This is an optimization exercise on Yosys and OpenROAD, whose aim is small area, not a production implementation. The RTL was checked by simulation tests, not by an equivalence proof against the original design.

==> inputs of build 17 <==
// eth_crc32_gen
module eth_crc32_gen (
  input         clk,
  input         rst_n,
  input         data_vld,
  input         data_eop,
  input         data_sop,
  input  [63:0] data_in,
  input  [2:0]  data_be,
  output [31:0] crc_out,
  output reg    crc_vld
);
  reg  [31:0] crc_n;
  wire [31:0] crc_d_n;
  wire [7:0]  sel;      
  wire        nsop;
  cg_dec u_dec (.be(data_be), .sop(data_sop), .sel(sel), .nsop(nsop));
  wire [63:0] y;
  wire [31:0] sd;       
  assign y[63:32] = data_in[63:32];
  genvar g;
  generate for (g = 0; g < 32; g = g + 1) begin : sg
    cg_nd2 un (.a(crc_n[g]), .b(nsop), .y(sd[g]));
    cg_x2 ux (.a(data_in[g]), .b(sd[g]), .y(y[g]));
  end endgenerate
  wire [63:0] xs;
  generate for (g = 0; g < 8; g = g + 1) begin : lg
    cg_nd2 ul0_0 (.a(sel[0]), .b(y[0+g]), .y(xs[0+g]));
    cg_a22o ul1_0 (.a1(sel[0]), .a2(y[8+g]), .b1(sel[1]), .b2(y[0+g]), .y(xs[8+g]));
    cg_a222oi ul2_0 (.a1(sel[0]), .a2(y[16+g]), .b1(sel[1]), .b2(y[8+g]), .c1(sel[2]), .c2(y[0+g]), .y(xs[16+g]));
    wire l3_0;
    cg_a222oi ul3_0 (.a1(sel[0]), .a2(y[24+g]), .b1(sel[1]), .b2(y[16+g]), .c1(sel[2]), .c2(y[8+g]), .y(l3_0));
    wire l3_1;
    cg_nd2 ul3_1 (.a(sel[3]), .b(y[0+g]), .y(l3_1));
    cg_nd2 ul3_n (.a(l3_0), .b(l3_1), .y(xs[24+g]));
    wire l4_0;
    cg_a222oi ul4_0 (.a1(sel[0]), .a2(y[32+g]), .b1(sel[1]), .b2(y[24+g]), .c1(sel[2]), .c2(y[16+g]), .y(l4_0));
    cg_a22oi_nd2 ul4_n (.a1(sel[3]), .a2(y[8+g]), .b1(sel[4]), .b2(y[0+g]), .g1(l4_0), .y(xs[32+g]));
    wire l5_0;
    cg_a222oi ul5_0 (.a1(sel[0]), .a2(y[40+g]), .b1(sel[1]), .b2(y[32+g]), .c1(sel[2]), .c2(y[24+g]), .y(l5_0));
    wire l5_1;
    cg_a222oi ul5_1 (.a1(sel[3]), .a2(y[16+g]), .b1(sel[4]), .b2(y[8+g]), .c1(sel[5]), .c2(y[0+g]), .y(l5_1));
    cg_nd2 ul5_n (.a(l5_0), .b(l5_1), .y(xs[40+g]));
    wire l6_0;
    cg_a222oi ul6_0 (.a1(sel[0]), .a2(y[48+g]), .b1(sel[1]), .b2(y[40+g]), .c1(sel[2]), .c2(y[32+g]), .y(l6_0));
    wire l6_1;
    cg_a222oi ul6_1 (.a1(sel[3]), .a2(y[24+g]), .b1(sel[4]), .b2(y[16+g]), .c1(sel[5]), .c2(y[8+g]), .y(l6_1));
    wire l6_2;
  ...
clock: 9.0 ns
lec_check: 0
cap_margin: 20
core_margin: 2
core_utilization: 72
setup_slack_margin: 0.4
slew_margin: 20
synth_hierarchical: 1
synth_minimum_keep_size: 0
standard.sh (not shown) runs the stock make flow with config.mk's settings and CLKGATE_MAP_FILE= SYNTH_SCRIPT=/design/flow/synth_recipe.tcl, a recipe that flattens the netlist after the stock synthesis.
==> flow/flow/run.sh <==
#!/bin/bash
# The standard layout, except:
#  - the port buffers are plain buf_1 cells (buffer_ports otherwise picks
#    clkdlybuf4s50_1, 2.7x larger); every port still gets its own buffer;
#  - clock tree: clkbuf_8 buffers and no dummy loads.
# All output goes to standard.log (ORFS's own logs are under orfs/logs).
set -euo pipefail
export BUFFER_PORTS_ARGS="-buffer_cell sky130_fd_sc_hd__buf_1"
export CTS_ARGS="-sink_clustering_enable -repair_clock_nets -dont_use_dummy_load -buf_list sky130_fd_sc_hd__clkbuf_8"
bash standard.sh > standard.log 2>&1
==> trial 37 (differences from build 17) <==
--- a/flow/config.mk
+++ b/flow/config.mk
@@ -9,3 +9,3 @@
 export CORE_MARGIN = 2
-export CORE_UTILIZATION = 72
+export CORE_UTILIZATION = 65
 export SETUP_SLACK_MARGIN = 0.4
==> notes <==
- Of build 17 and trial 37, build 17 has the higher sequential share of layout area (gap 0.074 points).
- Against build 17, the die area of trial 37 is higher by 10%.
- Of build 17 and trial 37, build 17 has the higher clock skew (gap 0.0079 ns).
- In synthesized cell count, trial 37 and build 17 do not differ.
- Of build 17 and trial 37, build 17 has the higher first-iteration DRC count (gap 52%, measured against trial 37).
- Of trial 37 and build 17, build 17 has the higher hold slack (gap 0.0069 ns).
- Routed wire length is about the same in build 17 and trial 37.

==> afterwards: timing with drivers on the ports <==
Ports are ideal in the flow. The routed layouts listed here were re-timed in OpenROAD. Step 1 sets driving cells, clkbuf_16 on the clock port and buf_2 on the other inputs (assumed; they add their load-dependent delay and slew). Step 2, shift: input delay + t, output delay - t, t = (earliest + latest rising clock arrival at the registers) / 2. This alone moves slack from input paths to output paths. a / b / c = ideal / step 1 / step 2; a / b = the first two.
run	t, ns	setup WS [ns]	worst setup path after step 2
build 17	0.324	2.375 / 2.383 / 2.060	input to register
trial 37	0.322	1.753 / 1.766 / 1.444	input to register
After both steps setup and hold are still met in every run listed. The setup slack of build 17, which loses most, moves by +0.008 ns with the drivers and by -0.315 ns with both steps.
